This design comes from an exercise in tuning for small area on the open sky130 flow, not from production work. The RTL was checked by simulation tests, not by an equivalence proof against the original design.

// OFDM_Data_Modem
module   OFDM_Data_Modem
    #(
        parameter  SIGNAL_INTV_TO_QAM_FRE = 4
    )(  
    input               clk         , 
    input               rst_n       ,
    input               Tx_Clr      ,
    input [3:0]         Rate_Con    , 
    input               Signal_Flag ,
    input [6:0]         Scram_Seed  ,
    input               Data_Bit    ,
    input               Data_Bit_Vld,
    output[7:0]         Dout_Re     ,
    output[7:0]         Dout_Im     ,
    output              Dout_Vld      
);
For scale: roughly 3700 cells after synthesis, about 1500 flip-flops, roughly 34 I/O pins.
Settings: LEC_CHECK=0, CAP_MARGIN=20, CORE_MARGIN=2, CORE_UTILIZATION=60, CTS_BUF_LIST=sky130_fd_sc_hd__clkbuf_8, CTS_CLUSTER_DIAMETER=60, CTS_CLUSTER_SIZE=15, SLEW_MARGIN=20; clock period 5.0 ns.
run.sh (not shown) runs the stock make flow with config.mk's settings and CLKGATE_MAP_FILE= SYNTH_SCRIPT=/design/flow/synth_recipe.tcl, a recipe that flattens the netlist after the stock synthesis.
Edit:
--- a/flow/design.v
+++ b/flow/design.v
@@ -335,65 +335,64 @@
             end
     end
 endmodule   
 `timescale 1ns / 1ps
 module sync_buffer
 (
 	input			clk,
 	input			rst_n,
 	input			ce,        
 	input [1:0]		ph3,
-	input			clr,
+	input			clr,       
 	input			wea,
 	input [8:0]		addra,
 	input    		dina,
 	input [8:0]		addrb,
 	output reg     	doutb
 );
 	reg			sw;
 	reg [8:0]	sa;
 	reg			sd;
 	always @ (posedge clk or negedge rst_n)
 		if (!rst_n)
 			sw <= 1'b0;
 		else if (ph3 == 2'd2)
 			sw <= wea | clr;
 	always @ (posedge clk)
 		if (ph3 == 2'd2) begin
-			sa <= clr ? {4'b1111, addra[4:0]} : addra;
-			sd <= dina & ~clr;
+			sa <= addra;
+			sd <= dina;
 		end
 	wire		w_l1  = (sa[8:7] != 2'b11);
 	wire		w_l2  = (sa[8:7] == 2'b11) & (sa[6:5] != 2'b11);
 	wire		w_pl  = (sa[8:5] == 4'b1111);
 	wire [1:0]	w_j   = w_l1 ? sa[8:7] : sa[6:5];
 	wire		fire  = sw & (w_pl ? (ph3 == 2'd0) : (w_j == 2'd2 - ph3));
-	wire		ring_d = sd & ~clr;
 	wire [127:0] ring1_p0;
 	wire [31:0]	ring2_p0;
 	wire [31:0]	plain_q;
 	genvar r;
 	generate
 		for (r = 0; r < 128; r = r + 1) begin : g_ring1
 			reg [2:0]	q;    
 			wire sel = fire & w_l1 & (sa[6:0] == r);
 			always @ (posedge clk)
-				q <= {q[1:0], (clr | sel) ? ring_d : q[2]};
+				q <= {q[1:0], sel ? sd : q[2]};
 			assign ring1_p0[r] = q[0];
 		end
 		for (r = 0; r < 32; r = r + 1) begin : g_ring2
 			reg [2:0]	q;
 			reg			p;    
 			wire sel2 = fire & w_l2 & (sa[4:0] == r);
 			wire selp = fire & w_pl & (sa[4:0] == r);
 			always @ (posedge clk) begin
-				q <= {q[1:0], (clr | sel2) ? ring_d : q[2]};
+				q <= {q[1:0], sel2 ? sd : q[2]};
 				if (selp)
 					p <= sd;
 			end
 			assign ring2_p0[r] = q[0];
 			assign plain_q[r]  = p;
 		end
 	endgenerate
 	wire		r_l1 = (addrb[8:7] != 2'b11);
 	wire		r_pl = (addrb[8:5] == 4'b1111);
 	wire [1:0]	rj   = r_l1 ? addrb[8:7] : addrb[6:5];
@@ -495,23 +494,23 @@
     end
     always@(posedge clk or negedge rst_n ) begin
         if(!rst_n) begin
             clr   <= 1;
             wea   <= 0;
             addra <= 0;
             dina  <= 0;
             i <= 0;
         end
         else if (clr) begin
-            if (ce) begin
-                addra[5:0] <= addra[5:0] + 1'b1;
-                if (addra[5:0] == 6'd63) clr <= 0;
+            if (ph3 == 2'd2) begin
+                addra <= addra + 1'b1;
+                if (addra == 9'd511) clr <= 0;
             end
         end
         else if (ce) begin if( Add_Cnt_Index ) begin
             wea   <= 1;
             addra <= i ? wr_addr + 9'd288 : wr_addr;
             dina  <= Intv_Din;
             if(End_Cnt_Index)  i <= ~i;
         end
         else begin
             wea <= 0;
After rerunning: The changed run ran to the end with no violations; synthesized area falls by 1.1%; non-clock buffer count fell by 10; core utilization decreases by 0.23 points; synthesized cell count drops by 6.1%; flip-flop and latch count stays the same.

==> separate check: timing with driven ports <==
The flow's constraints put no driver on any port. The routed layouts listed below were extracted and timed again, unchanged, in two steps.
Step 1 (the two cells are an assumption about what drives the block):
set clk [get_ports {clk}]
set_driving_cell -lib_cell sky130_fd_sc_hd__clkbuf_16 $clk
set_driving_cell -lib_cell sky130_fd_sc_hd__buf_2 [delete_from_list [all_inputs] $clk]
Step 2 times the ports against the registers' clock, not the clock port: input delays grow and output delays shrink by t, the midpoint of the rising clock arrivals with the driver on.
Slacks: ideal ports / drivers / drivers and shift; pairs: ideal ports / drivers.
| run | t (ns) | setup slack, ns | hold WS [ns] | slew at the worst register clock pin (ns) |
|---|---|---|---|---|
| the first run | 0.825 | 0.781 / 0.717 / 0.996 | 0.293 / 0.293 / 0.293 | 0.10 / 0.10 |
| the second run | 0.834 | 0.724 / 0.664 / 0.995 | 0.309 / 0.306 / 0.309 | 0.11 / 0.11 |
After both steps setup and hold are still met in every run listed.
